From an optimization exercise on the open Yosys and OpenROAD flow, aimed at small area, a short achievable clock period and few clock cycles per item; shortcuts taken in it are not production practice. RTL that was checked went through simulation tests only; none was proved equivalent to the original. For runs 1 and 5 to 7, only the layout was checked, not whether the RTL still works. Power and IR drop assume default switching activity.

==> flow/design.v <==
module svmstorage #(parameter W = 10, parameter DEPTH = 1) (
    input                  clk,
    input                  en,
    input      [W-1:0]     din,
    output     [W-1:0]     tail,
    output     [W-1:0]     pre
);
reg [W-1:0] q [0:DEPTH-1];
integer n;
always @(posedge clk)
    if (en) begin
        q[0] <= din;
        for (n = 1; n < DEPTH; n = n + 1)
            q[n] <= q[n-1];
    end
assign tail = q[DEPTH-1];
assign pre  = q[(DEPTH > 1) ? DEPTH-2 : 0];
endmodule
module testDataModule (
    input              pass,
    input              dbl,
    input              ng,
    input      [10:0]  v,
    output     [11:0]  u
);
wire [11:0] vs  = {v[10], v};
wire [11:0] mag = ({12{pass}} & vs) | ({12{dbl}} & {vs[10:0], 1'b0});
wire [11:0] t   = mag ^ {12{ng}};
assign u = {~t[11], t[10:0]};
endmodule
module fsm_Hand(clk,rst,start,ready,result,write1,write2,SVMin,datain);
input clk,rst,start;
input write1;
input write2;
input signed [8:0] SVMin;
input signed [1:0] datain;
output result;
output ready;
reg ready;
reg result;
localparam IDLE = 2'd0, LW = 2'd1, LX = 2'd2, CP = 2'd3;
reg [1:0] st;
reg [3:0] row, col, k;
wire wbeat = (st == LW) & write1;
wire xbeat = (st == LX) & write2;
reg fin;
always @(posedge clk or negedge rst)
    if (!rst) begin
        st <= IDLE; ready <= 1'b0;
    end else
        case (st)
        IDLE: if (start) begin
                st <= LW; ready <= 1'b0;
              end
        LW:   if (write1 && row == 4'd10 && col == 4'd10) st <= LX;
        LX:   if (write2 && k == 4'd10) st <= CP;
        CP:   if (fin) begin
                ready <= 1'b1;
                st    <= IDLE;
              end
        endcase
always @(posedge clk) begin
    if (st == IDLE) begin
        row <= 4'd0; col <= 4'd0; k <= 4'd0;
    end else begin
        if (wbeat) begin
            if (col == 4'd10) begin
                col <= 4'd0; row <= row + 4'd1;
            end else
                col <= col + 4'd1;
        end
        if (xbeat) k <= k + 4'd1;
    end
end
reg [1:0] xv [0:9];
reg [3:0] negs;
wire dm1 = datain[0];
wire dm2 = datain[1] & ~datain[0];
wire ds  = datain[1];
always @(posedge clk) begin : xh
    integer i;
    for (i = 0; i <= 9; i = i + 1)
        if (xbeat && k == i) xv[i] <= datain;
    if (st == IDLE) negs <= 4'd0;
    else if (xbeat) negs <= negs + {3'd0, ds};
end
genvar g;
reg [8:0]  Wq;
reg [9:0]  en;
reg        den;
reg        rot;
reg        pend0;               
reg [9:0]  rtail;
reg [9:0]  tp, td, tn;          
reg        kp, kd, kn;          
reg [3:0]  nneg;                
reg        vA, first, last;
always @(posedge clk) begin : ctl
    integer i;
    Wq    <= SVMin;
    den   <= (wbeat & (col == row)) | xbeat;
    rot   <= col < row;
    pend0 <= wbeat & (row == 4'd0) & (col == 4'd10);
    for (i = 0; i <= 9; i = i + 1) begin
        en[i] <= (wbeat & (((row == i) & (col > i)) | ((row > i) & (col == i)))) | (xbeat & (k > i));
        tp[i] <= xbeat & (k > i) & xv[i][0];
        td[i] <= xbeat & (k > i) & xv[i][1] & ~xv[i][0];
        tn[i] <= xbeat & (k > i) & xv[i][1];
    end
    kp    <= xbeat & dm1;
    kd    <= xbeat & dm2;
    kn    <= xbeat & ds;
    nneg  <= xbeat ? negs + {3'd0, ds} : 4'd0;
    vA    <= xbeat;
    first <= xbeat & (k == 4'd0);
    last  <= xbeat & (k == 4'd10);
end
wire [9:0] tail [0:9];
wire [9:0] pre  [0:9];
wire [8:0] dtail;
reg [9:0] rnext;
always @* begin : rsel_mux
    integer i;
    rnext = 10'd0;
    for (i = 0; i <= 9; i = i + 1)
        rnext = rnext | ({10{col == i}} & ((i == 0 && pend0) ? pre[0] : tail[i]));
end
always @(posedge clk)
    rtail <= rnext;
wire [9:0] Wx = {Wq[8], Wq};
wire [9:0] head = rot ? (rtail + Wx) : Wx;
generate
    for (g = 0; g <= 9; g = g + 1) begin : row_q
        svmstorage #(.W(10), .DEPTH(10 - g)) q (.clk(clk), .en(en[g]), .din(head), .tail(tail[g]), .pre(pre[g]));
    end
endgenerate
svmstorage #(.W(9), .DEPTH(11)) dq (.clk(clk), .en(den), .din(Wq), .tail(dtail), .pre());
wire [11:0] u [0:10];
generate
    for (g = 0; g <= 9; g = g + 1) begin : term
        testDataModule t (.pass(tp[g]), .dbl(td[g]), .ng(tn[g]), .v({tail[g][9], tail[g]}), .u(u[g]));
    end
endgenerate
testDataModule td0 (.pass(kp), .dbl(kd), .ng(kn), .v({{2{dtail[8]}}, dtail}), .u(u[10]));
function [31:0] csa;            
    input [15:0] a, b, c;
    begin
        csa[15:0]  = a ^ b ^ c;
        csa[31:16] = {((a & b) | (a & c) | (b & c)), 1'b0};
    end
endfunction
wire [15:0] z [0:11];
generate
    for (g = 0; g <= 10; g = g + 1) begin : zx
        assign z[g] = {4'd0, u[g]};
    end
endgenerate
assign z[11] = {12'hA80, nneg};
wire [31:0] l1a = csa(z[0], z[1], z[2]);
wire [31:0] l1b = csa(z[3], z[4], z[5]);
wire [31:0] l1c = csa(z[6], z[7], z[8]);
wire [31:0] l1d = csa(z[9], z[10], z[11]);
wire [31:0] l2a = csa(l1a[15:0], l1a[31:16], l1b[15:0]);
wire [31:0] l2b = csa(l1b[31:16], l1c[15:0], l1c[31:16]);
reg [15:0] P [0:5];
reg        kpB, kdB, knB, vB, firstB, lastB;
always @(posedge clk) begin
    P[0] <= l2a[15:0]; P[1] <= l2a[31:16];
    P[2] <= l2b[15:0]; P[3] <= l2b[31:16];
    P[4] <= l1d[15:0]; P[5] <= l1d[31:16];
    kpB <= kp; kdB <= kd; knB <= kn;
    vB <= vA; firstB <= first; lastB <= last;
end
wire [31:0] m1a = csa(P[0], P[1], P[2]);
wire [31:0] m1b = csa(P[3], P[4], P[5]);
wire [31:0] m2  = csa(m1a[15:0], m1a[31:16], m1b[15:0]);
wire [31:0] m3  = csa(m2[15:0], m2[31:16], m1b[31:16]);
reg [15:0] Q0, Q1;
reg        kpC, kdC, knC, vC, firstC, lastC;
always @(posedge clk) begin
    Q0 <= m3[15:0]; Q1 <= m3[31:16];
    kpC <= kpB; kdC <= kdB; knC <= knB;
    vC <= vB; firstC <= firstB; lastC <= lastB;
end
wire [15:0] g0 = ({16{kpC}} & Q0) | ({16{kdC}} & {Q0[14:0], 1'b0});
wire [15:0] g1 = ({16{kpC}} & Q1) | ({16{kdC}} & {Q1[14:0], 1'b0});
wire [15:0] o0 = g0 ^ {16{knC}};
wire [15:0] o1 = g1 ^ {16{knC}};
reg  [15:0] Ss, Sc;
wire [15:0] s0 = firstC ? 16'd255 : Ss;
wire [15:0] c0 = firstC ? 16'd0   : Sc;
wire [31:0] n1 = csa(s0, c0, o0);
wire [31:0] n2 = csa(n1[15:0], {n1[31:17], knC}, o1);
always @(posedge clk)
    if (vC) begin
        Ss <= n2[15:0];
        Sc <= {n2[31:17], knC};
    end
always @(posedge clk) fin <= lastC;
wire [15:0] rp = Ss ^ Sc;
wire [15:0] rg = Ss & Sc;
wire        rzero = (rp == {(Ss[14:0] | Sc[14:0]), 1'b0});
reg  [14:0] G [0:4];
reg  [14:0] Pp [0:4];
always @* begin : ks
    integer lv, b, d;
    G[0] = rg[14:0]; Pp[0] = rp[14:0];
    for (lv = 1; lv <= 4; lv = lv + 1) begin
        d = 1 << (lv - 1);
        for (b = 0; b < 15; b = b + 1)
            if (b >= d) begin
                G[lv][b]  = G[lv-1][b] | (Pp[lv-1][b] & G[lv-1][b-d]);
                Pp[lv][b] = Pp[lv-1][b] & Pp[lv-1][b-d];
            end else begin
                G[lv][b]  = G[lv-1][b];
                Pp[lv][b] = Pp[lv-1][b];
            end
    end
end
wire rsign = rp[15] ^ G[4][14];
always @(posedge clk)
    if (fin) result <= ~rsign & ~rzero;
endmodule
==> flow/run.sh <==
#!/bin/bash
# synth_recipe.tcl (not shown) runs the flow's synth.tcl, then flattens the netlist and writes it again
# the make line also repeats each setting of config.mk as NAME=value (left out here)
make -C /OpenROAD-flow-scripts/flow DESIGN_CONFIG=/design/flow/config.mk WORK_HOME=/design/flow/orfs CLKGATE_MAP_FILE= SYNTH_SCRIPT=/design/flow/synth_recipe.tcl finish
==> flow/config.mk <==
export PLATFORM = sky130hd
export DESIGN_NAME = fsm_Hand
export DESIGN_NICKNAME = fsm_Hand
export VERILOG_FILES = /design/flow/design.v
export SDC_FILE = /design/flow/constraint.sdc
export NUM_CORES = 4
export LEC_CHECK = 0
export CAP_MARGIN = 20
export CORE_MARGIN = 2
export CORE_UTILIZATION = 65
export CTS_CLUSTER_DIAMETER = 60
export CTS_CLUSTER_SIZE = 30
export SETUP_SLACK_MARGIN = 4.4
export SLEW_MARGIN = 20
==> flow/constraint.sdc <==
create_clock -name core_clock -period 7.0 [get_ports {clk}]
set_input_delay 1.4000 -clock core_clock [delete_from_list [all_inputs] [get_ports {clk}]]
set_output_delay 1.4000 -clock core_clock [all_outputs]
set_load 0.01 [all_outputs]
==> results.sh, run 1 <==
export IMPL_outcome="no timing/DRC/antenna violations"
export IMPL_setup_worst_path_start="result$_DFFE_PP_"
export IMPL_worst_path_buf_inv=1
export IMPL_finalMaxSlewViolations=0
export IMPL_p_int_mw=8.751
export IMPL_synth_top_family_by_area="adder cells"
export IMPL_nets=2281
export IMPL_ant_nets=0
export IMPL_areaGrowthSynthToFinish_pct=7.126
export IMPL_crit_required_ps=5600
export IMPL_syn_cell_area_um2=34920
export IMPL_clockPowerShare=0.255
export IMPL_reg2reg_from="tp[5]$_DFF_P_"
export IMPL_pin_count=18
export IMPL_dr_pass1_iters=5
export IMPL_hpwl_mm=46.96
export IMPL_worstSkewPairLatency_ps=620
export IMPL_finalHoldViolations=0
export IMPL_rows=84
export IMPL_drt_iter0_markers=1563
export IMPL_m1WireLength_mm=28.56
export IMPL_synth_cells=2053
export IMPL_finalSetupViolCount=0
export IMPL_placed_area_um2=35750
export IMPL_dp_slack_ps=3119
export IMPL_die_y_um=235.8
export IMPL_synth_edff_count=702
export IMPL_slew_headroom=0.2795
export IMPL_synthAdderAreaFrac=0.1043
export IMPL_finalSetupTns_ps=0
export IMPL_combPwrFrac=0.162
export IMPL_synth_seq_cells=909
export IMPL_p_sw_frac=0.2812
export IMPL_path_class="flip-flop to primary output"
export IMPL_rsz0062_at_grt="yes"
export IMPL_fin_ws_ps=4364
export IMPL_p_per_area_nw_per_um2=325.4
export IMPL_cp_arrival_ps=1240
export IMPL_leakage_nw=13.03
export IMPL_start_util=0.6606
export IMPL_core_area_um2=52870
export IMPL_path_delay_family="flip-flops"
export IMPL_via_per_inst=5.868
export IMPL_grt_max_degree=100
export IMPL_die_x_um=235.8
export IMPL_stdcell_area_um2=37410
export IMPL_cts_root_buf="clkbuf_16"
export IMPL_grt_pass1_vias=16366
export IMPL_synthDistinctLibCells=71
export IMPL_met2_wirelength_mm=33.17
export IMPL_fin_skew_ps=23.95
export IMPL_antenna_found_initial=3
export IMPL_path_max_fanout=1
export IMPL_p_sw_mw=3.424
export IMPL_worstMarginPinSlew_ps=1081
export IMPL_synth_fp_nets=2279
export IMPL_clock_sinks=909
export IMPL_cts_buffers=46
export IMPL_crit_reg2reg_capture="P[0][11]$_DFF_P_"
export IMPL_slowest_delay_ps=440
export IMPL_clkTransAtPathRegs_ps=110
export IMPL_place_congestion=1.032
export IMPL_drv_cap=0
export IMPL_syn_avg_cell_area_um2=17.01
export IMPL_dp_cells=2693
export IMPL_wl_met3_mm=3.892
export IMPL_final_common_cell="edfxtp_1"
export IMPL_synth_warnings=31
export IMPL_ff2ff_setup_slack_ps=4510
export IMPL_cts_buffer_depth=3
export IMPL_min_path_type="flip-flop to flip-flop"
export IMPL_synth_async_reset_ratio=0.003300
export IMPL_synth_xor_area_frac=0.04615
export IMPL_grtUsageTotal=0.2494
export IMPL_seqPwrFrac=0.582
export IMPL_worstSetupStartpointType="flip-flop"
export IMPL_path_cells="buf_2"
export IMPL_grt_pass1_wl_mm=101.6
export IMPL_cts_tree="yes"
export IMPL_fin_cells=2775
export IMPL_synth_area_mux_share=0.01397
export IMPL_drive_above_1_share=0.06903
export IMPL_yosys_most_used_dff="edfxtp_1"
export IMPL_cts_max_level=2
export IMPL_wl_per_cell_um=24.41
export IMPL_max_freq_mhz=379.3
export IMPL_die_area_um2=55590
export IMPL_finalCritPeriodShare=0.3766
export IMPL_worstSetupEndpoint="result"
export IMPL_fin_util=0.7076
export IMPL_drc=0
export IMPL_overflow=0
export IMPL_vias=16284
export IMPL_synthSimpleGateAreaFrac=0.03511
export IMPL_crit_path_top_delay_cell="edfxtp_1"
export IMPL_final_cell_mix="edfxtp_1, dfxtp_1, xnor2_1"
export IMPL_cp_num_cells=1
export IMPL_synth_compound_area_frac=0.05493
export IMPL_routed_top_layer="met4"
export IMPL_wl_mm=67.73
export IMPL_min_period_ps=2636
export IMPL_r2r_cells=5
export IMPL_cts_hold_fix_buffers=0
export IMPL_end_kind="primary output"
export IMPL_ir_drop_uv=257.2
export IMPL_io_buffers=17
export IMPL_seq_area_frac_synth=0.7228
-- power groups by stage --
stage               Sequential [mW]  Combinational [mW]  Clock [mW]
finish                         7.09                1.98        3.11
floorplan                      7.11                1.32           0
global route                   7.16                2.22        3.36
detailed placement             7.28                1.90           0
global placement               7.24                1.83           0
CTS                            7.16                1.92        3.19
-- final cells by class --
class / count / area, µm²
repair buffers: 33 / 300.3
flip-flops and latches: 909 / 25270
clock buffers: 48 / 1159
clock inverters: 31 / 422.9
inverters: 123 / 466.7
diodes: 1 / 2.502
multi-input cells: 942 / 8931
well taps: 688 / 860.8
fillers: 3307 / 15460
-- logic make-up (layout without fill, tap and decap cells) --
kind of cell	after synthesis	in the layout
AOI/OAI and AO/OA	275	275
other	0	1
xor gates and xnor gates	184	184
muxes	41	41
adders and majority gates	210	210
DFF	909	909
and+or+nand+nor	232	232
buffers and inverters	202	235
-- layer usage --
| metal | GRT usage | vias to the layer above |
|---|---|---|
| li1 | - | 7424 |
| met1 | 0.3510 | 8170 |
| met2 | 0.4125 | 567 |
| met3 | 0.03195 | 123 |
| met4 | 0.08107 | 0 |
| met5 | 0 | - |
-- registers in the layout, summed over array words and instances, names as in the netlist, 2 cells and up --
signal	cells
rtail	10
negs	4
nneg	4
row_q.q.q	550
Sc	16
col	4
Ss	16
Q0	15
row	4
tp	10
Wq	9
P	74
dq.q	99
Q1	14
st	2
td	10
k	4
tn	10
xv	20
en	10
-- worst reg2reg max path, stage by stage (launching register included) --
cell	delay [ps]
dfxtp_1	710
o21ai_0	260
xnor2_1	190
fa_1	690
inv_1	90
fa_1	430
-- synthesized netlist by cell type, drive strengths merged (7+ instances only) --
library cell / number / area, µm²
ha: 75 / 938.4
xor2: 48 / 420.4
mux2i: 24 / 240.2
a22oi: 130 / 975.9
buf: 30 / 151.4
a31oi: 7 / 43.79
o21ai: 39 / 195.2
clkbuf: 49 / 183.9
and2: 22 / 137.6
xnor2: 136 / 1191
and3: 11 / 68.82
fa: 135 / 2703
dfxtp: 204 / 4084
nand3: 15 / 75.07
o22ai: 9 / 56.30
edfxtp: 702 / 21080
nor4: 7 / 73.82
nor2: 66 / 250.2
mux2: 12 / 135.1
inv: 123 / 461.7
nand2b: 10 / 62.56
nor3: 11 / 55.05
nor2b: 19 / 118.9
a21oi: 41 / 209.0
nand2: 44 / 165.2
-- stage by stage --
stage / power [mW] / hold WS, ps
after floorplan: 8.434 / 309.6
after global routing: 12.75 / 338.8
after CTS: 12.27 / 337.9
after global placement: 9.065 / 310.2
after detailed placement: 9.177 / 312.8
final: 12.17 / 332.6
-- how the worst min path moves through the flow --
stage / start / end / slack, ps / cells past startpoint
3_5_place_dp: firstB$_DFF_P_ / firstC$_DFF_P_ / 310 / 0
4_1_cts: lastB$_DFF_P_ / lastC$_DFF_P_ / 340 / 0
2_1_floorplan: lastC$_DFF_P_ / fin$_DFF_P_ / 310 / 0
6_report: firstB$_DFF_P_ / firstC$_DFF_P_ / 330 / 0
3_3_place_gp: last$_DFF_P_ / lastB$_DFF_P_ / 310 / 0
5_1_grt: firstB$_DFF_P_ / firstC$_DFF_P_ / 340 / 0
-- repair_timing --
item / 4_1_cts / 5_1_grt
pin swaps: 0 / 1
resized for setup: 17 / 7
setup endpoints to repair: 76 / 31
setup buffers: 1 / 0
hold endpoints to repair: 0 / 0
==> run 2: changes to the inputs <==
--- a/flow/design.v
+++ b/flow/design.v
@@ -220,4 +220,4 @@
 wire rsign = rp[15] ^ G[4][14];
 always @(posedge clk)
-    if (fin) result <= ~rsign & ~rzero;
+    result <= ~rsign & ~rzero;
 endmodule
==> run 2 against run 1 <==
Effect of this change: wire length grew 6.0%; setup slack gained 32 ps; via count grew 1.4%; first-iteration DRC count shrank 2.6%; combinational power is essentially flat; design area grew 0.36%; synthesized cell count shrank 0.24%; critical path type is now input port to flip-flop; highest routed layer unchanged.
==> results.sh, run 2 <==
export IMPL_outcome="no timing/DRC/antenna violations"
export IMPL_synth_largest_area_cell="edfxtp_1"
export IMPL_synth_warnings=31
export IMPL_worstSetupStartpointType="input port"
export IMPL_leakage_nw=13.17
export IMPL_cts_max_level=2
export IMPL_dp_slack_ps=3012
export IMPL_finalCritPeriodShare=0.3720
export IMPL_finalSetupViolCount=0
export IMPL_path_class="input port to flip-flop"
export IMPL_synth_top_family_by_area="adder cells"
export IMPL_fin_skew_ps=33.87
export IMPL_cts_buffers=49
export IMPL_dr_pass1_iters=5
export IMPL_hpwl_mm=49.40
export IMPL_place_congestion=0.9358
export IMPL_synthSimpleGateAreaFrac=0.03315
export IMPL_multi_input_area_um2=8874
export IMPL_gr_usage_met3=0.03084
export IMPL_synth_xor_area_frac=0.04636
export IMPL_reg_top3="row_q.q.q (550), dq.q (99), P (74)"
export IMPL_wl_mm=71.82
export IMPL_cts_root_buf="clkbuf_16"
export IMPL_worstMarginPinSlew_ps=1089
export IMPL_start_util=0.6589
export IMPL_yosys_most_used_dff="edfxtp_1"
export IMPL_fin_util=0.7116
export IMPL_syn_cell_area_um2=34760
export IMPL_rsz0062_at_grt="yes"
export IMPL_largest_register="row_q.q.q"
export IMPL_rows=84
export IMPL_fin_cells=2782
export IMPL_p_per_area_nw_per_um2=330.2
export IMPL_io_buffers=17
export IMPL_min_path_type="flip-flop to flip-flop"
export IMPL_drt_iter0_markers=1522
export IMPL_yosys_top_cells_area="edfxtp_1, dfxtp_1, fa_1, xnor2_1, a22oi_1"
export IMPL_end_kind="flip-flop"
export IMPL_final_common_cell="edfxtp_1"
export IMPL_cp_arrival_ps=2910
export IMPL_synth_area_mux_share=0.01177
export IMPL_total_power_mw=12.40
export IMPL_dp_cells=2692
export IMPL_cts_hold_fix_buffers=0
export IMPL_placed_area_um2=35640
export IMPL_stdcell_area_um2=37550
export IMPL_drc=0
export IMPL_seqCellArea_um2=25260
export IMPL_crit_required_ps=7300
export IMPL_core_area_um2=52760
export IMPL_slew_headroom=0.2738
export IMPL_finalHoldViolations=0
export IMPL_finalMaxSlewViolations=0
export IMPL_drv_cap=0
export IMPL_clock_sinks=909
export IMPL_synth_edff_count=701
export IMPL_max_freq_mhz=384.0
export IMPL_synthDistinctLibCells=58
export IMPL_nets=2286
export IMPL_ir_drop_uv=335.5
export IMPL_synth_top_cells_by_count="edfxtp_1, dfxtp_1, a22oi_1, fa_1, xnor2_1"
export IMPL_fin_ws_ps=4396
export IMPL_met1_usage=0.3636
export IMPL_pin_count=18
export IMPL_synth_most_common_cell="edfxtp_1"
export IMPL_ant_nets=0
export IMPL_synth_seq_cells=909
export IMPL_wl_per_cell_um=25.81
export IMPL_drive_above_1_share=0.07689
export IMPL_synthAdderAreaFrac=0.1047
export IMPL_worstSkewPairLatency_ps=630
export IMPL_seq_area_frac_synth=0.7258
export IMPL_overflow=0
export IMPL_via_per_inst=5.938
export IMPL_antenna_found_initial=2
export IMPL_final_cell_mix="edfxtp_1, dfxtp_1, a22oi_1"
export IMPL_die_area_um2=55340
export IMPL_largest_register_ffs=550
export IMPL_synth_cells=2048
export IMPL_synth_fp_nets=2274
export IMPL_synth_async_reset_ratio=0.003300
export IMPL_syn_avg_cell_area_um2=16.97
export IMPL_vias=16519
export IMPL_holdWs_ps=334.5
export IMPL_final_fill_count=3248
export IMPL_path_max_fanout=22
export IMPL_grt_use_met2=0.4560
export IMPL_clkTransAtPathRegs_ps=100
export IMPL_grt_pass1_wl_mm=107.5
export IMPL_yosysTopAreaCellShare=0.6056
export IMPL_areaGrowthSynthToFinish_pct=8.008
export IMPL_busiest_layer="met2"
export IMPL_diodes=0
export IMPL_die_y_um=235.3
export IMPL_die_x_um=235.3
export IMPL_cts_tree="yes"
export IMPL_grt_max_degree=79
export IMPL_grt_pass1_vias=16875
export IMPL_cts_buffer_depth=3
export IMPL_grtUsageTotal=0.2668
export IMPL_min_period_ps=2604
export IMPL_finalSetupTns_ps=0
export IMPL_synth_compound_area_frac=0.05665
run 2: cell count changes after synthesis, moves of 6 or more:
| cell | delta |
|---|---|
| mux2i_1 | -15 |
| o21ai_0 | +9 |
| xnor2_1 | -9 |
| xor2_1 | +9 |
| a22oi_1 | +8 |
| mux2_2 | +8 |
| a32oi_1 | +6 |
| nand4_1 | +6 |
run 2: final cells by class:
type	count	area share
Multi-Input combinational cell	943	0.2363
Clock buffer	50	0.03276
Inverter	120	0.01210
Timing Repair Buffer	37	0.008798
Tap cell	688	0.02293
Sequential cell	909	0.6727
Clock inverter	35	0.01440
run 2: path summary, 6_finish.rpt:
path	from	endpoint	slack (ps)	depth (start not counted)
setup / recovery	write2	xv[8][1]$_DFFE_PP_	4400	5
hold / removal	lastB$_DFF_P_	lastC$_DFF_P_	330	0
setup reg to reg	Wq[4]$_DFF_P_	row_q[8].q.q[0][9]$_DFFE_PP_	4480	8
hold reg to reg	lastB$_DFF_P_	lastC$_DFF_P_	330	0
max in group asynchronous	rst	st[1]$_DFFE_PN0P_	5880	1
min in group asynchronous	rst	ready$_DFFE_PN0P_	960	1
run 2: routing by layer:
layer  wire length [µm]  vias up  part of all wire
li1                   -     7444                 -
met2              36250      457              0.50
met3               3238      112             0.045
met5                  0        -                 0
met1              29950     8506              0.42
met4               2378        0             0.033
run 2: worst max-delay path: stages:
cell	delay [ps]
clkdlybuf4s50_1	550
nand2_4	210
clkinvlp_4	180
nand2_1	180
nor3b_1	380
run 2: timing repair:
action / CTS / global route
buffers inserted: 5 / 0
setup endpoints to repair: 103 / 43
pin swaps: 2 / 2
resized for setup: 15 / 11
run 2: power by group:
part / switching, mW / total [mW] / internal (mW)
logic: 1.23 / 1.95 / 0.727
clock network: 1.83 / 3.35 / 1.52
registers: 0.419 / 7.09 / 6.67
run 2: kinds of logic after synthesis:
kind of cell / count (synthesis)
adder cells (fa/ha/maj): 210
AO/OA/AOI/OAI: 285
XOR/XNOR: 184
AND/OR/NAND/NOR: 231
multiplexers: 33
buffers and inverters: 196
flip-flops: 909
Testbench counts of run 2, summed over its fixed seeds: cycles 26,304, items 192.
==> run 3: changes to the inputs <==
--- a/flow/config.mk
+++ b/flow/config.mk
@@ -11,4 +11,4 @@
 export CTS_CLUSTER_DIAMETER = 60
 export CTS_CLUSTER_SIZE = 30
-export SETUP_SLACK_MARGIN = 4.4
+export SETUP_SLACK_MARGIN = 4.65
 export SLEW_MARGIN = 20
==> run 3 against run 2 <==
Effect of this change: still clean; setup slack gained 50 ps; global-route usage grew 0.64 points; power grew 1.8%; critical endpoint is now ready; largest power group unchanged.
==> results.sh, run 3 <==
export IMPL_finalHoldViolations=0
export IMPL_via_per_inst=5.983
export IMPL_final_common_cell="edfxtp_1"
export IMPL_crit_reg2reg_capture="row_q[5].q.q[0][9]$_DFFE_PP_"
export IMPL_clock_sinks=909
export IMPL_finalSetupTns_ps=0
export IMPL_finalSetupViolCount=0
export IMPL_seq_area_frac_synth=0.7258
export IMPL_drive_above_1_share=0.1048
export IMPL_drv_cap=0
export IMPL_path_class="flip-flop to primary output"
export IMPL_cts_buffers=48
export IMPL_wl_mm=73.84
export IMPL_p_sw_mw=3.609
export IMPL_syn_avg_cell_area_um2=16.97
export IMPL_die_y_um=235.3
export IMPL_synth_most_common_cell="edfxtp_1"
export IMPL_synth_cells=2048
export IMPL_core_area_um2=52760
export IMPL_yosysTopAreaCellShare=0.6056
export IMPL_rows=84
export IMPL_drt_iter0_markers=1675
export IMPL_pin_count=18
export IMPL_wl_per_cell_um=26.41
export IMPL_finalCritPeriodShare=0.3649
export IMPL_diodes=0
export IMPL_finalMaxSlewViolations=0
export IMPL_ff2ff_setup_slack_ps=4500
export IMPL_reg_top3="row_q.q.q (550), dq.q (99), P (74)"
export IMPL_end_kind="primary output"
export IMPL_syn_cell_area_um2=34760
export IMPL_cp_num_cells=1
export IMPL_leakage_nw=13.29
export IMPL_path_delay_family="flip-flops"
export IMPL_worst_path_buf_inv=1
export IMPL_ir_drop_uv=256.8
export IMPL_overflow=0
export IMPL_synth_async_reset_ratio=0.003300
export IMPL_grt_max_degree=81
export IMPL_dr_pass1_iters=7
export IMPL_slew_headroom=0.2508
export IMPL_synth_fp_nets=2274
export IMPL_crit_required_ps=5600
export IMPL_synthDistinctLibCells=58
export IMPL_synth_warnings=31
export IMPL_synth_edff_count=701
export IMPL_worstSkewPairLatency_ps=640
export IMPL_placed_area_um2=35650
export IMPL_cts_hold_fix_buffers=0
export IMPL_combPwrFrac=0.174
export IMPL_worstMarginPinSlew_ps=1122
export IMPL_fin_ws_ps=4446
export IMPL_crit_path_top_delay_cell="dfrtp_1"
export IMPL_hpwl_mm=50.09
export IMPL_ant_nets=0
export IMPL_worstSetupEndpoint="ready"
export IMPL_largest_register="row_q.q.q"
export IMPL_p_sw_frac=0.2860
export IMPL_start_util=0.6589
export IMPL_die_area_um2=55340
export IMPL_r2r_cells=9
export IMPL_fin_util=0.7182
export IMPL_setup_worst_path_start="ready$_DFFE_PN0P_"
export IMPL_total_power_mw=12.62
export IMPL_io_buffers=17
export IMPL_drc=0
export IMPL_min_period_ps=2554
export IMPL_cts_max_level=2
export IMPL_areaGrowthSynthToFinish_pct=9.009
export IMPL_p_per_area_nw_per_um2=333.0
export IMPL_yosys_top_cells_area="edfxtp_1, dfxtp_1, fa_1, xnor2_1, a22oi_1"
export IMPL_clockPowerShare=0.264
export IMPL_vias=16729
export IMPL_path_cells="buf_2"
export IMPL_cts_root_buf="clkbuf_16"
export IMPL_synth_seq_cells=909
export IMPL_multi_input_area_um2=9057
export IMPL_reg2reg_from="Wq[6]$_DFF_P_"
export IMPL_clkTransAtPathRegs_ps=100
export IMPL_final_cell_mix="edfxtp_1, dfxtp_1, a22oi_1"
export IMPL_place_congestion=0.9273
export IMPL_seqPwrFrac=0.561
export IMPL_antenna_found_initial=0
export IMPL_path_max_fanout=2
export IMPL_yosys_most_used_dff="edfxtp_1"
export IMPL_min_path_type="flip-flop to flip-flop"
export IMPL_largest_register_ffs=550
export IMPL_die_x_um=235.3
export IMPL_fin_skew_ps=41.68
export IMPL_max_freq_mhz=391.5
export IMPL_stdcell_area_um2=37890
export IMPL_dp_slack_ps=2988
export IMPL_slowest_delay_ps=390
export IMPL_rsz0062_at_grt="yes"
export IMPL_final_fill_count=3185
export IMPL_synth_largest_area_cell="edfxtp_1"
export IMPL_grt_pass1_wl_mm=109.8
export IMPL_grt_pass1_vias=17138
export IMPL_p_int_mw=9.009
export IMPL_grtUsageTotal=0.2732
export IMPL_seqCellArea_um2=25310
export IMPL_synth_top_cells_by_count="edfxtp_1, dfxtp_1, a22oi_1, fa_1, xnor2_1"
export IMPL_cts_buffer_depth=3
export IMPL_cts_tree="yes"
export IMPL_nets=2300
export IMPL_outcome="no timing/DRC/antenna violations"
export IMPL_cp_arrival_ps=1150
export IMPL_worstSetupStartpointType="flip-flop"
-- run 3: cell types whose count changed in the layout (fill, tap and decap cells not counted), moves of 3 or more --
cell      delta
dfxtp_4      +7
inv_12       -6
dfxtp_2     +18
clkinv_2     +4
inv_16       +5
inv_6        -3
buf_4        +5
clkinv_8     -3
dfxtp_1     -25
buf_6        +4
ha_4         +6
ha_1         -7
-- run 3: layer usage --
metal	track usage	vias up	wire (µm)
li1	-	7456	-
met1	0.3754	8516	29760
met2	0.4554	599	36620
met3	0.03553	158	4304
met4	0.1025	0	3151
met5	0	-	0
-- run 3: stage by stage --
stage,hold slack [ps],instances
global route,342.3,2796
floorplan,309.6,2048
CTS,335.8,2785
detailed placement,314.3,2691
global placement,311.8,2691
finish,333.5,2796
-- run 3: kinds of logic after synthesis --
logic type | count (synthesis) | share of synthesized area
adders and majority gates | 210 | 0.1047
buffers and inverters | 196 | 0.02156
xor gates and xnor gates | 184 | 0.04636
DFF | 909 | 0.7258
AOI/OAI and AO/OA | 285 | 0.05665
and+or+nand+nor | 231 | 0.03315
muxes | 33 | 0.01177
-- run 3: cell type report --
class / instances / area share
sequential: 909 / 0.6678
timing repair buffer: 50 / 0.01265
inverter: 120 / 0.01202
tap: 688 / 0.02272
clock buffer: 52 / 0.03266
multi-input combinational: 945 / 0.2390
clock inverter: 32 / 0.01314
-- run 3: worst min path at each step --
stage             startpoint       endpoint  slack (ps)  cells after the start
6_report         knB$_DFF_P_    knC$_DFF_P_         330                      0
2_1_floorplan  lastC$_DFF_P_    fin$_DFF_P_         310                      0
3_5_place_dp      vA$_DFF_P_     vB$_DFF_P_         310                      0
5_1_grt          kdB$_DFF_P_    kdC$_DFF_P_         340                      0
3_3_place_gp    last$_DFF_P_  lastB$_DFF_P_         310                      0
4_1_cts          kdB$_DFF_P_    kdC$_DFF_P_         340                      0
-- run 3: power by group through the flow --
stage               logic (mW)  clock network, mW  registers [mW]
floorplan                 1.25                  0            7.11
global placement          1.87                  0            7.15
detailed placement        1.97                  0            7.19
CTS                       2.10               3.40            7.09
global route              2.44               3.57            7.16
finish                    2.20               3.34            7.08
-- run 3: what timing repair did --
action,in CTS,in global routing
pin swaps,9,13
buffers inserted,8,9
setup endpoints to repair,153,59
resized for setup,55,42
cloned,2,2
==> run 4: changes to the inputs <==
--- a/flow/config.mk
+++ b/flow/config.mk
@@ -11,4 +11,4 @@
 export CTS_CLUSTER_DIAMETER = 60
 export CTS_CLUSTER_SIZE = 30
-export SETUP_SLACK_MARGIN = 4.65
+export SETUP_SLACK_MARGIN = 4.55
 export SLEW_MARGIN = 20
==> run 4 against run 3 <==
Effect of this change: global-route usage fell by 0.44 points; clock-buffer cell count fell by 1; utilization fell by 0.62 points; critical path type unchanged; largest power group unchanged; highest routed layer unchanged.
==> results.sh, run 4 <==
export IMPL_hpwl_mm=49.95
export IMPL_final_common_cell="edfxtp_1"
export IMPL_cp_arrival_ps=1160
export IMPL_cts_buffer_depth=3
export IMPL_overflow=0
export IMPL_reg_top3="row_q.q.q (550), dq.q (99), P (74)"
export IMPL_ant_nets=0
export IMPL_final_cell_mix="edfxtp_1, dfxtp_1, a22oi_1"
export IMPL_total_power_mw=12.38
export IMPL_leakage_nw=13.16
export IMPL_placed_area_um2=35640
export IMPL_grt_pass1_wl_mm=108.0
export IMPL_multi_input_area_um2=8964
export IMPL_drt_iter0_markers=1642
export IMPL_grt_pass1_vias=17021
export IMPL_m1WireLength_mm=29.84
export IMPL_synth_async_reset_ratio=0.003300
export IMPL_synth_warnings=31
export IMPL_areaGrowthSynthToFinish_pct=8.070
export IMPL_die_area_um2=55340
export IMPL_pin_count=18
export IMPL_worst_path_buf_inv=1
export IMPL_cts_buffers=47
export IMPL_via_per_inst=5.945
export IMPL_yosys_top_cells_area="edfxtp_1, dfxtp_1, fa_1, xnor2_1, a22oi_1"
export IMPL_synth_largest_area_cell="edfxtp_1"
export IMPL_yosys_most_used_dff="edfxtp_1"
export IMPL_cts_tree="yes"
export IMPL_rsz0062_at_grt="yes"
export IMPL_largest_register_ffs=550
export IMPL_worstSkewPairLatency_ps=640
export IMPL_cts_max_level=2
export IMPL_path_delay_family="flip-flops"
export IMPL_cts_hold_fix_buffers=0
export IMPL_seqCellArea_um2=25270
export IMPL_fin_skew_ps=43.66
export IMPL_holdWs_ps=337.0
export IMPL_min_period_ps=2561
export IMPL_slew_headroom=0.3147
export IMPL_io_buffers=17
export IMPL_p_per_area_nw_per_um2=329.7
export IMPL_synthDistinctLibCells=58
export IMPL_syn_cell_area_um2=34760
export IMPL_outcome="no timing/DRC/antenna violations"
export IMPL_synth_top_cells_by_count="edfxtp_1, dfxtp_1, a22oi_1, fa_1, xnor2_1"
export IMPL_largest_register="row_q.q.q"
export IMPL_path_cells="buf_2"
export IMPL_wl_per_cell_um=26.29
export IMPL_slowest_delay_ps=390
export IMPL_r2r_cells=8
export IMPL_worstMarginPinSlew_ps=1028
export IMPL_synth_seq_cells=909
export IMPL_die_x_um=235.3
export IMPL_dr_pass1_iters=6
export IMPL_path_class="flip-flop to primary output"
export IMPL_min_path_type="flip-flop to flip-flop"
export IMPL_die_y_um=235.3
export IMPL_finalSetupTns_ps=0
export IMPL_synth_most_common_cell="edfxtp_1"
export IMPL_yosysTopAreaCellShare=0.6056
export IMPL_syn_avg_cell_area_um2=16.97
export IMPL_drive_above_1_share=0.08540
export IMPL_finalCritPeriodShare=0.3659
export IMPL_antenna_found_initial=2
export IMPL_holdPathStages=0
export IMPL_drc=0
export IMPL_drv_cap=0
export IMPL_crit_path_top_delay_cell="dfrtp_1"
export IMPL_start_util=0.6589
export IMPL_core_area_um2=52760
export IMPL_seq_area_frac_synth=0.7258
export IMPL_max_freq_mhz=390.4
export IMPL_ir_drop_uv=316.4
export IMPL_rows=84
export IMPL_end_kind="primary output"
export IMPL_finalHoldViolations=0
export IMPL_cp_num_cells=1
export IMPL_vias=16550
export IMPL_grtUsageTotal=0.2688
export IMPL_nets=2288
export IMPL_crit_required_ps=5600
export IMPL_final_fill_count=3213
export IMPL_wl_mm=73.18
export IMPL_synth_cells=2048
export IMPL_synth_edff_count=701
export IMPL_diodes=0
export IMPL_met2_wirelength_mm=36.53
export IMPL_grt_max_degree=81
export IMPL_finalMaxSlewViolations=0
export IMPL_synth_fp_nets=2274
export IMPL_finalSetupViolCount=0
export IMPL_wl_met3_mm=4.094
export IMPL_cts_root_buf="clkbuf_16"
export IMPL_place_congestion=0.9440
export IMPL_clock_sinks=909
export IMPL_stdcell_area_um2=37570
export IMPL_clkTransAtPathRegs_ps=100
export IMPL_routed_top_layer="met4"
export IMPL_worstSetupStartpointType="flip-flop"
export IMPL_path_max_fanout=2
run 4: cell counts after synthesis:
Identical to the previous run, type by type.
run 4: timing repair:
action | CTS | global route
pin swaps | 4 | 8
setup buffers | 3 | 3
gates cloned | 1 | 2
endpoints found under the setup margin | 123 | 73
gates resized for setup | 29 | 23
run 4: logic make-up (layout without fill, tap and decap cells):
kind of cell | count (synthesis) | in the layout | synth area share
XOR/XNOR | 184 | 184 | 0.04636
multiplexers | 33 | 34 | 0.01177
flip-flops | 909 | 909 | 0.7258
AND/OR/NAND/NOR | 231 | 232 | 0.03315
buffers and inverters | 196 | 242 | 0.02156
AO/OA/AOI/OAI | 285 | 285 | 0.05665
adder cells (fa/ha/maj) | 210 | 210 | 0.1047
run 4: final timing paths:
path / from / endpoint / slack [ps]
worst min-delay path: knB$_DFF_P_ / knC$_DFF_P_ / 340
worst max-delay path: ready$_DFFE_PN0P_ / ready / 4440
min in group asynchronous: rst / ready$_DFFE_PN0P_ / 950
max in group asynchronous: rst / st[0]$_DFFE_PN0P_ / 5890
worst max register to register: Wq[1]$_DFF_P_ / row_q[2].q.q[0][6]$_DFFE_PP_ / 4570
worst min register to register: knB$_DFF_P_ / knC$_DFF_P_ / 340
run 4: per-stage QoR:
| step | instances | worst slack (ps) | util |
|---|---|---|---|
| 4_1_cts | 2779 | 4402 | 0.7091 |
| 6_report | 2784 | 4439 | 0.7120 |
| 3_3_place_gp | 2692 | 3163 | 0.6756 |
| 3_5_place_dp | 2692 | 2979 | 0.6756 |
| 2_1_floorplan | 2048 | 4584 | - |
| 5_1_grt | 2784 | 4406 | 0.7120 |
run 4: worst register-to-register path, stage by stage (launching register included):
cell,delay (ps)
dfxtp_4,370
buf_4,140
fa_2,390
a21o_1,170
a21oi_2,190
o21bai_2,130
a21oi_2,200
xnor2_2,150
mux2_2,410
run 4: cell type report:
| cell class | instances | area share |
|---|---|---|
| Sequential cell | 909 | 0.6728 |
| Multi-Input combinational cell | 945 | 0.2386 |
| Clock buffer | 51 | 0.03197 |
| Tap cell | 688 | 0.02291 |
| Clock inverter | 32 | 0.01219 |
| Inverter | 120 | 0.01209 |
| Timing Repair Buffer | 39 | 0.009459 |
run 4: power breakdown:
part / leakage, nW / switching, mW / internal, mW
Combinational: 4.29 / 1.29 / 0.768
Clock: 0.800 / 1.82 / 1.43
Sequential: 8.07 / 0.403 / 6.67
run 4: layer usage:
metal,track usage,vias up
met5,0,-
met4,0.09361,0
met3,0.03600,148
met1,0.3650,8417
li1,-,7439
met2,0.4552,546
==> run 5: changes to the inputs <==
--- a/flow/design.v
+++ b/flow/design.v
@@ -95,5 +95,5 @@
 reg        kp, kd, kn;          
 reg [3:0]  nneg;                
-reg        vA, first, last;
+reg        first, last;
 always @(posedge clk) begin : ctl
     integer i;
@@ -112,5 +112,4 @@
     kn    <= xbeat & ds;
     nneg  <= xbeat ? negs + {3'd0, ds} : 4'd0;
-    vA    <= xbeat;
     first <= xbeat & (k == 4'd0);
     last  <= xbeat & (k == 4'd10);
@@ -164,5 +163,5 @@
 wire [31:0] l2b = csa(l1b[31:16], l1c[15:0], l1c[31:16]);
 reg [15:0] P [0:5];
-reg        kpB, kdB, knB, vB, firstB, lastB;
+reg        kpB, kdB, knB, firstB, lastB;
 always @(posedge clk) begin
     P[0] <= l2a[15:0]; P[1] <= l2a[31:16];
@@ -170,5 +169,5 @@
     P[4] <= l1d[15:0]; P[5] <= l1d[31:16];
     kpB <= kp; kdB <= kd; knB <= kn;
-    vB <= vA; firstB <= first; lastB <= last;
+    firstB <= first; lastB <= last;
 end
 wire [31:0] m1a = csa(P[0], P[1], P[2]);
@@ -177,9 +176,9 @@
 wire [31:0] m3  = csa(m2[15:0], m2[31:16], m1b[31:16]);
 reg [15:0] Q0, Q1;
-reg        kpC, kdC, knC, vC, firstC, lastC;
+reg        kpC, kdC, knC, firstC, lastC;
 always @(posedge clk) begin
     Q0 <= m3[15:0]; Q1 <= m3[31:16];
     kpC <= kpB; kdC <= kdB; knC <= knB;
-    vC <= vB; firstC <= firstB; lastC <= lastB;
+    firstC <= firstB; lastC <= lastB;
 end
 wire [15:0] g0 = ({16{kpC}} & Q0) | ({16{kdC}} & {Q0[14:0], 1'b0});
@@ -192,9 +191,8 @@
 wire [31:0] n1 = csa(s0, c0, o0);
 wire [31:0] n2 = csa(n1[15:0], {n1[31:17], knC}, o1);
-always @(posedge clk)
-    if (vC) begin
-        Ss <= n2[15:0];
-        Sc <= {n2[31:17], knC};
-    end
+always @(posedge clk) begin
+    Ss <= n2[15:0];
+    Sc <= {n2[31:17], knC};
+end
 always @(posedge clk) fin <= lastC;
 wire [15:0] rp = Ss ^ Sc;
==> run 5 against run 4 <==
Effect of this change: die area is 0.57% lower; utilization is 0.35 points lower; non-clock buffer count is 5 lower; fmax hardly changed; highest routed layer unchanged.
==> results.sh, run 5 <==
export IMPL_outcome="no timing/DRC/antenna violations"
export IMPL_multi_input_area_um2=8991
export IMPL_synth_cells=2064
export IMPL_grtUsageTotal=0.2743
export IMPL_place_congestion=0.9512
export IMPL_p_sw_mw=3.703
export IMPL_cts_max_level=2
export IMPL_slew_headroom=0.2513
export IMPL_drive_above_1_share=0.07513
export IMPL_synth_seq_cells=906
export IMPL_final_fill_count=3294
export IMPL_yosys_most_used_dff="edfxtp_1"
export IMPL_wl_per_cell_um=26.21
export IMPL_synth_edff_count=669
export IMPL_final_cell_mix="edfxtp_1, dfxtp_1, a22oi_1"
export IMPL_overflow=0
export IMPL_path_delay_family="flip-flops"
export IMPL_fin_skew_ps=37.82
export IMPL_syn_avg_cell_area_um2=16.74
export IMPL_finalCritPeriodShare=0.3658
export IMPL_dr_pass1_iters=7
export IMPL_seqPwrFrac=0.554
export IMPL_worstSetupStartpointType="flip-flop"
export IMPL_ir_drop_uv=234.3
export IMPL_leakage_nw=12.97
export IMPL_cts_tree="yes"
export IMPL_seq_area_frac_synth=0.7190
export IMPL_worstSkewPairLatency_ps=630
export IMPL_p_per_area_nw_per_um2=338.7
export IMPL_path_class="flip-flop to primary output"
export IMPL_slowest_delay_ps=400
export IMPL_drt_iter0_markers=1638
export IMPL_combPwrFrac=0.184
export IMPL_p_int_mw=8.906
export IMPL_grt_max_degree=100
export IMPL_path_max_fanout=2
export IMPL_synthDistinctLibCells=70
export IMPL_finalSetupTns_ps=0
export IMPL_final_common_cell="edfxtp_1"
export IMPL_cp_arrival_ps=1160
export IMPL_crit_required_ps=5600
export IMPL_cts_buffers=49
export IMPL_io_buffers=17
export IMPL_rsz0062_at_grt="yes"
export IMPL_finalHoldViolations=0
export IMPL_areaGrowthSynthToFinish_pct=7.737
export IMPL_clockPowerShare=0.263
export IMPL_drv_cap=0
export IMPL_hpwl_mm=50.81
export IMPL_finalMaxSlewViolations=0
export IMPL_p_sw_frac=0.2937
export IMPL_largest_register="row_q.q.q"
export IMPL_cts_hold_fix_buffers=0
export IMPL_worstMarginPinSlew_ps=1123
export IMPL_vias=16499
export IMPL_yosysTopAreaCellShare=0.5813
export IMPL_die_x_um=234.6
export IMPL_syn_cell_area_um2=34560
export IMPL_via_per_inst=5.912
export IMPL_drc=0
export IMPL_die_y_um=234.6
export IMPL_min_path_type="flip-flop to flip-flop"
export IMPL_worst_path_buf_inv=1
export IMPL_antenna_found_initial=1
export IMPL_core_area_um2=52550
export IMPL_rows=84
export IMPL_pin_count=18
export IMPL_nets=2295
export IMPL_end_kind="primary output"
export IMPL_synth_most_common_cell="edfxtp_1"
export IMPL_clkTransAtPathRegs_ps=110
export IMPL_grt_pass1_vias=16707
export IMPL_synth_largest_area_cell="edfxtp_1"
export IMPL_max_freq_mhz=390.5
export IMPL_synth_warnings=31
export IMPL_synth_fp_nets=2290
export IMPL_diodes=0
export IMPL_largest_register_ffs=550
export IMPL_ant_nets=0
export IMPL_start_util=0.6576
export IMPL_seqCellArea_um2=24890
export IMPL_clock_sinks=906
export IMPL_wl_mm=73.15
export IMPL_holdWs_ps=333.3
export IMPL_cts_buffer_depth=3
export IMPL_path_cells="buf_2"
export IMPL_cts_root_buf="clkbuf_16"
export IMPL_reg_top3="row_q.q.q (550), dq.q (99), P (74)"
export IMPL_synth_async_reset_ratio=0.003311
export IMPL_crit_path_top_delay_cell="dfrtp_1"
export IMPL_min_period_ps=2561
export IMPL_finalSetupViolCount=0
export IMPL_yosys_top_cells_area="edfxtp_1, dfxtp_1, fa_1, xnor2_1, a22oi_1"
export IMPL_grt_pass1_wl_mm=107.0
export IMPL_die_area_um2=55030
export IMPL_synth_top_cells_by_count="edfxtp_1, dfxtp_1, a22oi_1, fa_1, xnor2_1"
-- run 5: cell types whose count changed after synthesis, sizes merged, moves of 7 or more --
cell,change
edfxtp,-32
dfxtp,+29
mux2i,+9
mux2,-8
nand3,+8
xnor2,+8
a31oi,+7
xor2,-7
-- run 5: area by class of cell --
class	count	share of cell area
sequential	906	0.6684
multi-input combinational	960	0.2415
timing repair buffer	34	0.007864
clock buffer	57	0.03488
inverter	118	0.01190
tap	688	0.02312
clock inverter	28	0.01230
-- run 5: kinds of logic after synthesis --
logic type	count (synthesis)	synth area share
buffers and inverters	198	0.02310
multiplexers	31	0.009775
AND/OR/NAND/NOR	235	0.03497
flip-flops	906	0.7190
AO/OA/AOI/OAI	299	0.06086
adder cells (fa/ha/maj)	210	0.1054
XOR/XNOR	185	0.04689
-- run 5: worst register-to-register path, stage by stage (launching register included) --
cell and delay (ps):
dfxtp_1 670, o21ai_0 220, xnor2_1 180, fa_1 720, inv_1 100, fa_1 420
-- run 5: power by group through the flow --
stage                     Sequential (mW)  Clock (mW)  Combinational [mW]
after detailed placement             7.10           0                2.28
after global routing                 7.06        3.54                2.57
after CTS                            7.00        3.38                2.33
final                                6.98        3.31                2.32
after global placement               7.06           0                2.18
after floorplan                      7.04           0                1.49
-- run 5: worst paths after layout --
path	from	end	slack [ps]	depth (start not counted)
setup / recovery	ready$_DFFE_PN0P_	ready	4440	1
hold / removal	knB$_DFF_P_	knC$_DFF_P_	330	0
setup reg to reg	tp[4]$_DFF_P_	P[0][11]$_DFF_P_	4570	5
hold reg to reg	knB$_DFF_P_	knC$_DFF_P_	330	0
max in group asynchronous	rst	st[1]$_DFFE_PN0P_	5860	1
min in group asynchronous	rst	ready$_DFFE_PN0P_	970	1
-- run 5: per-stage QoR --
stage,util,instances,worst slack (ps),cell area [µm²],power (mW)
after floorplan,-,2064,4551,34560,8.534
after global placement,0.6730,2702,3733,35370,9.244
after detailed placement,0.6730,2702,3593,35370,9.386
after CTS,0.7076,2790,4416,37190,12.71
after global routing,0.7085,2791,4398,37230,13.17
final,0.7085,2791,4439,37230,12.61
-- run 5: layer usage --
layer	up-vias	global-route usage	wire length (µm)
met3	139	0.03585	3713
li1	7448	-	-
met1	8406	0.3703	30580
met4	0	0.1146	3238
met2	506	0.4562	35620
met5	-	0	0
-- run 5: timing repair --
action,4_1_cts,5_1_grt
pin swaps,1,2
endpoints found under the setup margin,77,50
resized for setup,23,15
setup buffers,3,1
==> run 6: changes to the inputs <==
--- a/flow/config.mk
+++ b/flow/config.mk
@@ -11,4 +11,4 @@
 export CTS_CLUSTER_DIAMETER = 60
 export CTS_CLUSTER_SIZE = 30
-export SETUP_SLACK_MARGIN = 4.55
+export SETUP_SLACK_MARGIN = 4.45
 export SLEW_MARGIN = 20
==> run 6 against run 5 <==
Effect of this change: cell count about the same; clock skew down 2.3 ps; clock power grew 2%; non-clock buffer count up 2; hold slack improved by 1.2 ps; global-route usage is 0.27 points higher; clock-buffer cell count decreased by 3; area after synthesis unchanged; flip-flop and latch count stayed put.
==> results.sh, run 6 <==
export IMPL_hpwl_mm=50.62
export IMPL_rsz0062_at_grt="yes"
export IMPL_cp_arrival_ps=1150
export IMPL_grtUsageTotal=0.2770
export IMPL_final_common_cell="edfxtp_1"
export IMPL_wl_per_cell_um=26.33
export IMPL_antenna_found_initial=1
export IMPL_dp_cells=2705
export IMPL_fin_cells=2792
export IMPL_pin_count=18
export IMPL_synth_most_common_cell="edfxtp_1"
export IMPL_via_per_inst=5.947
export IMPL_rows=84
export IMPL_grt_pass1_vias=16621
export IMPL_min_period_ps=2552
export IMPL_slew_headroom=0.2729
export IMPL_synth_top_cells_by_count="edfxtp_1, dfxtp_1, a22oi_1, fa_1, xnor2_1"
export IMPL_drt_iter0_markers=1635
export IMPL_path_cells="clkbuf_2"
export IMPL_cts_tree="yes"
export IMPL_holdPathStages=0
export IMPL_synthDistinctLibCells=70
export IMPL_syn_cell_area_um2=34560
export IMPL_seq_area_frac_synth=0.7190
export IMPL_synth_largest_area_cell="edfxtp_1"
export IMPL_cp_num_cells=1
export IMPL_syn_avg_cell_area_um2=16.74
export IMPL_yosysTopAreaCellShare=0.5813
export IMPL_finalMaxSlewViolations=0
export IMPL_place_congestion=0.9449
export IMPL_min_path_type="flip-flop to flip-flop"
export IMPL_synth_edff_count=669
export IMPL_p_per_area_nw_per_um2=339.0
export IMPL_finalCritPeriodShare=0.3646
export IMPL_nets=2296
export IMPL_synth_async_reset_ratio=0.003311
export IMPL_slowest_delay_ps=410
export IMPL_ir_drop_uv=287.9
export IMPL_yosys_top_cells_area="edfxtp_1, dfxtp_1, fa_1, xnor2_1, a22oi_1"
export IMPL_drive_above_1_share=0.06892
export IMPL_die_area_um2=55030
export IMPL_overflow=0
export IMPL_crit_path_top_delay_cell="dfrtp_1"
export IMPL_cts_buffers=48
export IMPL_synth_fp_nets=2290
export IMPL_path_delay_family="flip-flops"
export IMPL_cts_buffer_depth=3
export IMPL_dr_pass1_iters=5
export IMPL_cts_hold_fix_buffers=0
export IMPL_synth_cells=2064
export IMPL_finalHoldViolations=0
export IMPL_yosys_most_used_dff="edfxtp_1"
export IMPL_wl_mm=73.51
export IMPL_core_area_um2=52550
export IMPL_hp_start="knB$_DFF_P_"
export IMPL_leakage_nw=13.01
export IMPL_start_util=0.6576
export IMPL_die_y_um=234.6
export IMPL_clkTransAtPathRegs_ps=110
export IMPL_grt_pass1_wl_mm=108.1
export IMPL_outcome="no timing/DRC/antenna violations"
export IMPL_path_max_fanout=2
export IMPL_worstSkewPairLatency_ps=630
export IMPL_fin_util=0.7090
export IMPL_crit_required_ps=5600
export IMPL_largest_register_ffs=550
export IMPL_final_cell_mix="edfxtp_1, dfxtp_1, a22oi_1"
export IMPL_drc=0
export IMPL_worstSetupStartpointType="flip-flop"
export IMPL_vias=16603
export IMPL_ant_nets=0
export IMPL_max_freq_mhz=391.8
export IMPL_io_buffers=17
export IMPL_cts_root_buf="clkbuf_16"
export IMPL_die_x_um=234.6
export IMPL_finalSetupViolCount=0
export IMPL_grt_max_degree=85
export IMPL_synth_warnings=31
export IMPL_setup_worst_path_start="ready$_DFFE_PN0P_"
export IMPL_synth_seq_cells=906
export IMPL_diodes=0
export IMPL_worst_path_buf_inv=1
export IMPL_areaGrowthSynthToFinish_pct=7.820
export IMPL_r2r_cells=5
export IMPL_fin_skew_ps=35.50
export IMPL_worstMarginPinSlew_ps=1089
export IMPL_reg2reg_from="tp[6]$_DFF_P_"
export IMPL_path_class="flip-flop to primary output"
export IMPL_reg_top3="row_q.q.q (550), dq.q (99), P (74)"
export IMPL_end_kind="primary output"
export IMPL_finalSetupTns_ps=0
export IMPL_clock_sinks=906
export IMPL_cts_max_level=2
export IMPL_largest_register="row_q.q.q"
export IMPL_drv_cap=0
==> run 6: layer usage <==
metal | vias up | routed length [µm] | share of wire | global-route usage
li1 | 7450 | - | - | -
met5 | - | 0 | 0 | 0
met1 | 8457 | 30600 | 0.42 | 0.3859
met2 | 566 | 36250 | 0.49 | 0.4574
met4 | 0 | 2788 | 0.038 | 0.09788
met3 | 130 | 3876 | 0.053 | 0.03525
==> run 6: worst paths after layout <==
path | slack (ps) | end
worst max-delay path | 4450 | ready
min in group asynchronous | 970 | st[1]$_DFFE_PN0P_
max in group asynchronous | 5870 | ready$_DFFE_PN0P_
worst min-delay path | 330 | knC$_DFF_P_
worst min register to register | 330 | knC$_DFF_P_
worst max register to register | 4500 | P[2][8]$_DFF_P_
==> run 6: repair_timing <==
item | 4_1_cts | 5_1_grt
endpoints found under the setup margin | 44 | 34
gates resized for setup | 14 | 7
pin swaps | 0 | 1
buffers inserted | 1 | 1
==> run 6: cell type report <==
type / instances / area, µm²
fill: 3279 / 15290
inverter: 118 / 442.9
multi-input combinational: 960 / 8971
sequential: 906 / 24870
clock inverter: 30 / 496.7
tap: 688 / 860.8
clock buffer: 54 / 1276
timing repair buffer: 36 / 340.3
==> run 6: report_power, final <==
group	internal (mW)	switching [mW]	total, mW	leakage, nW
Sequential	6.60	0.403	7.00	8.01
Combinational	0.838	1.43	2.27	4.16
Clock	1.54	1.82	3.36	0.843
==> run 6: kinds of logic (layout without fill, tap and decap cells) <==
kind of cell,after synthesis,after routing,share of synthesized area
muxes,31,31,0.009775
xor gates and xnor gates,185,185,0.04689
DFF,906,906,0.7190
adders and majority gates,210,210,0.1054
and+or+nand+nor,235,235,0.03497
buffers and inverters,198,238,0.02310
AOI/OAI and AO/OA,299,299,0.06086
==> run 6: metrics by stage <==
stage          cell area [µm²]  setup slack, ps  hold WS (ps)  power, mW
2_1_floorplan            34560             4458         309.6      8.535
3_5_place_dp             35400             3572         313.8      9.371
6_report                 37260             4448         334.6      12.63
5_1_grt                  37260             4380         348.7      13.21
4_1_cts                  37210             4272         338.7      12.72
3_3_place_gp             35380             3710         311.5      9.242
==> run 7: changes to the inputs <==
--- a/flow/config.mk
+++ b/flow/config.mk
@@ -8,7 +8,7 @@
 export CAP_MARGIN = 20
 export CORE_MARGIN = 2
-export CORE_UTILIZATION = 65
+export CORE_UTILIZATION = 60
 export CTS_CLUSTER_DIAMETER = 60
 export CTS_CLUSTER_SIZE = 30
-export SETUP_SLACK_MARGIN = 4.45
+export SETUP_SLACK_MARGIN = 4.5
 export SLEW_MARGIN = 20
==> run 7 against run 6 <==
Effect of this change: setup slack improved by 6.2 ps; clock skew fell by 1.5 ps; via count decreased by 1.2%; combinational power about the same; synthesized cell count unchanged.
==> results.sh, run 7 <==
export IMPL_drc=0
export IMPL_overflow=0
export IMPL_clkTransAtPathRegs_ps=100
export IMPL_synth_cells=2064
export IMPL_holdWs_ps=346.8
export IMPL_worstSkewPairLatency_ps=610
export IMPL_synth_edff_count=669
export IMPL_largest_register="row_q.q.q"
export IMPL_synth_seq_cells=906
export IMPL_path_cells="buf_2"
export IMPL_path_class="flip-flop to primary output"
export IMPL_synth_fp_nets=2290
export IMPL_cts_tree="yes"
export IMPL_leakage_nw=13.02
export IMPL_synth_async_reset_ratio=0.003311
export IMPL_final_common_cell="edfxtp_1"
export IMPL_syn_cell_area_um2=34560
export IMPL_final_cell_mix="edfxtp_1, dfxtp_1, a22oi_1"
export IMPL_vias=16405
export IMPL_wl_per_cell_um=25.60
export IMPL_grt_pass1_wl_mm=108.7
export IMPL_finalCritPeriodShare=0.3637
export IMPL_via_per_inst=5.734
export IMPL_wl_mm=73.25
export IMPL_worstMarginPinSlew_ps=1111
export IMPL_yosys_top_cells_area="edfxtp_1, dfxtp_1, fa_1, xnor2_1, a22oi_1"
export IMPL_cts_root_buf="clkbuf_16"
export IMPL_synth_most_common_cell="edfxtp_1"
export IMPL_grt_pass1_vias=16720
export IMPL_reg_top3="row_q.q.q (550), dq.q (99), P (74)"
export IMPL_synth_warnings=31
export IMPL_finalSetupViolCount=0
export IMPL_start_util=0.6093
export IMPL_seq_area_frac_synth=0.7190
export IMPL_dr_pass1_iters=6
export IMPL_pin_count=18
export IMPL_place_congestion=0.9762
export IMPL_finalSetupTns_ps=0
export IMPL_rows=87
export IMPL_ant_nets=0
export IMPL_antenna_found_initial=6
export IMPL_nets=2297
export IMPL_syn_avg_cell_area_um2=16.74
export IMPL_cts_hold_fix_buffers=0
export IMPL_grtUsageTotal=0.2524
export IMPL_yosys_most_used_dff="edfxtp_1"
export IMPL_drv_cap=0
export IMPL_die_x_um=244.0
export IMPL_min_period_ps=2546
export IMPL_synthDistinctLibCells=70
export IMPL_worst_path_buf_inv=1
export IMPL_drt_iter0_markers=1337
export IMPL_synth_largest_area_cell="edfxtp_1"
export IMPL_outcome="no timing/DRC/antenna violations"
export IMPL_drive_above_1_share=0.07743
export IMPL_crit_required_ps=5600
export IMPL_finalHoldViolations=0
export IMPL_crit_path_top_delay_cell="dfrtp_1"
export IMPL_finalMaxSlewViolations=0
export IMPL_clock_sinks=906
export IMPL_slowest_delay_ps=390
export IMPL_worstSetupStartpointType="flip-flop"
export IMPL_path_delay_family="flip-flops"
export IMPL_path_max_fanout=2
export IMPL_io_buffers=17
export IMPL_fin_skew_ps=33.98
export IMPL_p_per_area_nw_per_um2=338.8
export IMPL_largest_register_ffs=550
export IMPL_cts_max_level=2
export IMPL_diodes=0
export IMPL_core_area_um2=56710
export IMPL_final_fill_count=3797
export IMPL_hpwl_mm=51.26
export IMPL_die_area_um2=59530
export IMPL_min_path_type="flip-flop to flip-flop"
export IMPL_rsz0062_at_grt="yes"
export IMPL_cts_buffers=50
export IMPL_slew_headroom=0.2596
export IMPL_cp_arrival_ps=1150
export IMPL_max_freq_mhz=392.8
export IMPL_end_kind="primary output"
export IMPL_yosysTopAreaCellShare=0.5813
export IMPL_grt_max_degree=83
export IMPL_ir_drop_uv=247.7
export IMPL_die_y_um=244.0
export IMPL_synth_top_cells_by_count="edfxtp_1, dfxtp_1, a22oi_1, fa_1, xnor2_1"
export IMPL_areaGrowthSynthToFinish_pct=8.143
export IMPL_cts_buffer_depth=3
==> run 7: cells by family after synthesis <==
kind of cell,count (synthesis),synth area share
and+or+nand+nor,235,0.03497
adders and majority gates,210,0.1054
muxes,31,0.009775
buffers and inverters,198,0.02310
xor gates and xnor gates,185,0.04689
DFF,906,0.7190
AOI/OAI and AO/OA,299,0.06086
==> run 7: report_power, final <==
group | switching [mW] | total (mW) | leakage [nW] | internal [mW]
sequential | 0.419 | 7.02 | 8.01 | 6.60
combinational | 1.44 | 2.29 | 4.15 | 0.854
clock | 1.85 | 3.35 | 0.859 | 1.50
total | 3.70 | 12.7 | 13.0 | 8.96
==> run 7: per-layer routing <==
| metal | vias to the layer above | GRT usage | wire [µm] |
|---|---|---|---|
| met1 | 8376 | 0.3504 | 31460 |
| met4 | 2 | 0.08052 | 2599 |
| met3 | 123 | 0.02996 | 3205 |
| met5 | - | 0 | 13 |
| met2 | 437 | 0.4227 | 35970 |
| li1 | 7467 | - | - |
==> run 7: cell type report <==
type / instances / area [µm²] / share of cell area
Multi-Input combinational cell: 960 / 8999 / 0.2408
Inverter: 118 / 442.9 / 0.01185
Sequential cell: 906 / 24880 / 0.6658
Clock buffer: 52 / 1280 / 0.03425
Timing Repair Buffer: 35 / 309.0 / 0.008269
Tap cell: 756 / 945.9 / 0.02531
Clock inverter: 34 / 511.7 / 0.01369
==> run 7: timing repair <==
item | in CTS | in global routing
setup buffers | 1 | 3
setup endpoints to repair | 53 | 56
resized for setup | 22 | 14
pin swaps | 1 | 4
==> run 7: final timing paths <==
path	cells after the start	startpoint	slack (ps)	to
max	1	ready$_DFFE_PN0P_	4450	ready
min	0	lastB$_DFF_P_	350	lastC$_DFF_P_
max reg2reg	5	col[1]$_SDFFE_PP0P_	4480	rtail[2]$_DFF_P_
min reg2reg	0	lastB$_DFF_P_	350	lastC$_DFF_P_
max in group asynchronous	1	rst	5880	st[0]$_DFFE_PN0P_
min in group asynchronous	1	rst	960	ready$_DFFE_PN0P_
==> run 7: stage by stage <==
stage | setup WS [ps] | util | total power, mW | area (µm²) | cells
finish | 4454 | 0.6590 | 12.66 | 37370 | 2861
global route | 4408 | 0.6590 | 13.26 | 37370 | 2861
CTS | 4418 | 0.6577 | 12.76 | 37300 | 2858
detailed placement | 3599 | 0.6252 | 9.395 | 35460 | 2771
global placement | 3730 | 0.6252 | 9.278 | 35460 | 2771
floorplan | 4534 | - | 8.535 | 34560 | 2064

## separate check: timing with driven ports
No port has a modelled driver above. Below, the same layouts with a new extraction and two added sets of constraints.
Step 1, drivers: a clkbuf_16 drives clk and a buf_2 each remaining input, both assumed.
Step 2 times the ports against the registers' clock, not the clock port: input delays grow and output delays shrink by t, the midpoint of the rising clock arrivals with the driver on.
a / b / c = ideal / step 1 / step 2; a / b = the first two.
run | t, ns | setup WS [ns] | hold slack, ns
run 1 | 0.671 | 4.364 / 4.303 / 3.802 | 0.333 / 0.333 / 0.333
run 2 | 0.674 | 4.396 / 4.368 / 3.731 | 0.335 / 0.335 / 0.335
run 3 | 0.678 | 4.446 / 4.388 / 4.021 | 0.334 / 0.334 / 0.334
run 4 | 0.675 | 4.439 / 4.377 / 3.988 | 0.337 / 0.337 / 0.337
run 5 | 0.667 | 4.439 / 4.380 / 3.913 | 0.333 / 0.333 / 0.333
run 6 | 0.674 | 4.448 / 4.389 / 3.804 | 0.335 / 0.335 / 0.335
run 7 | 0.662 | 4.454 / 4.392 / 3.908 | 0.347 / 0.347 / 0.347
After both steps every run listed still meets setup and hold. The setup slack of run 2, which loses most, moves by -0.028 ns with the drivers and by -0.665 ns with both steps.
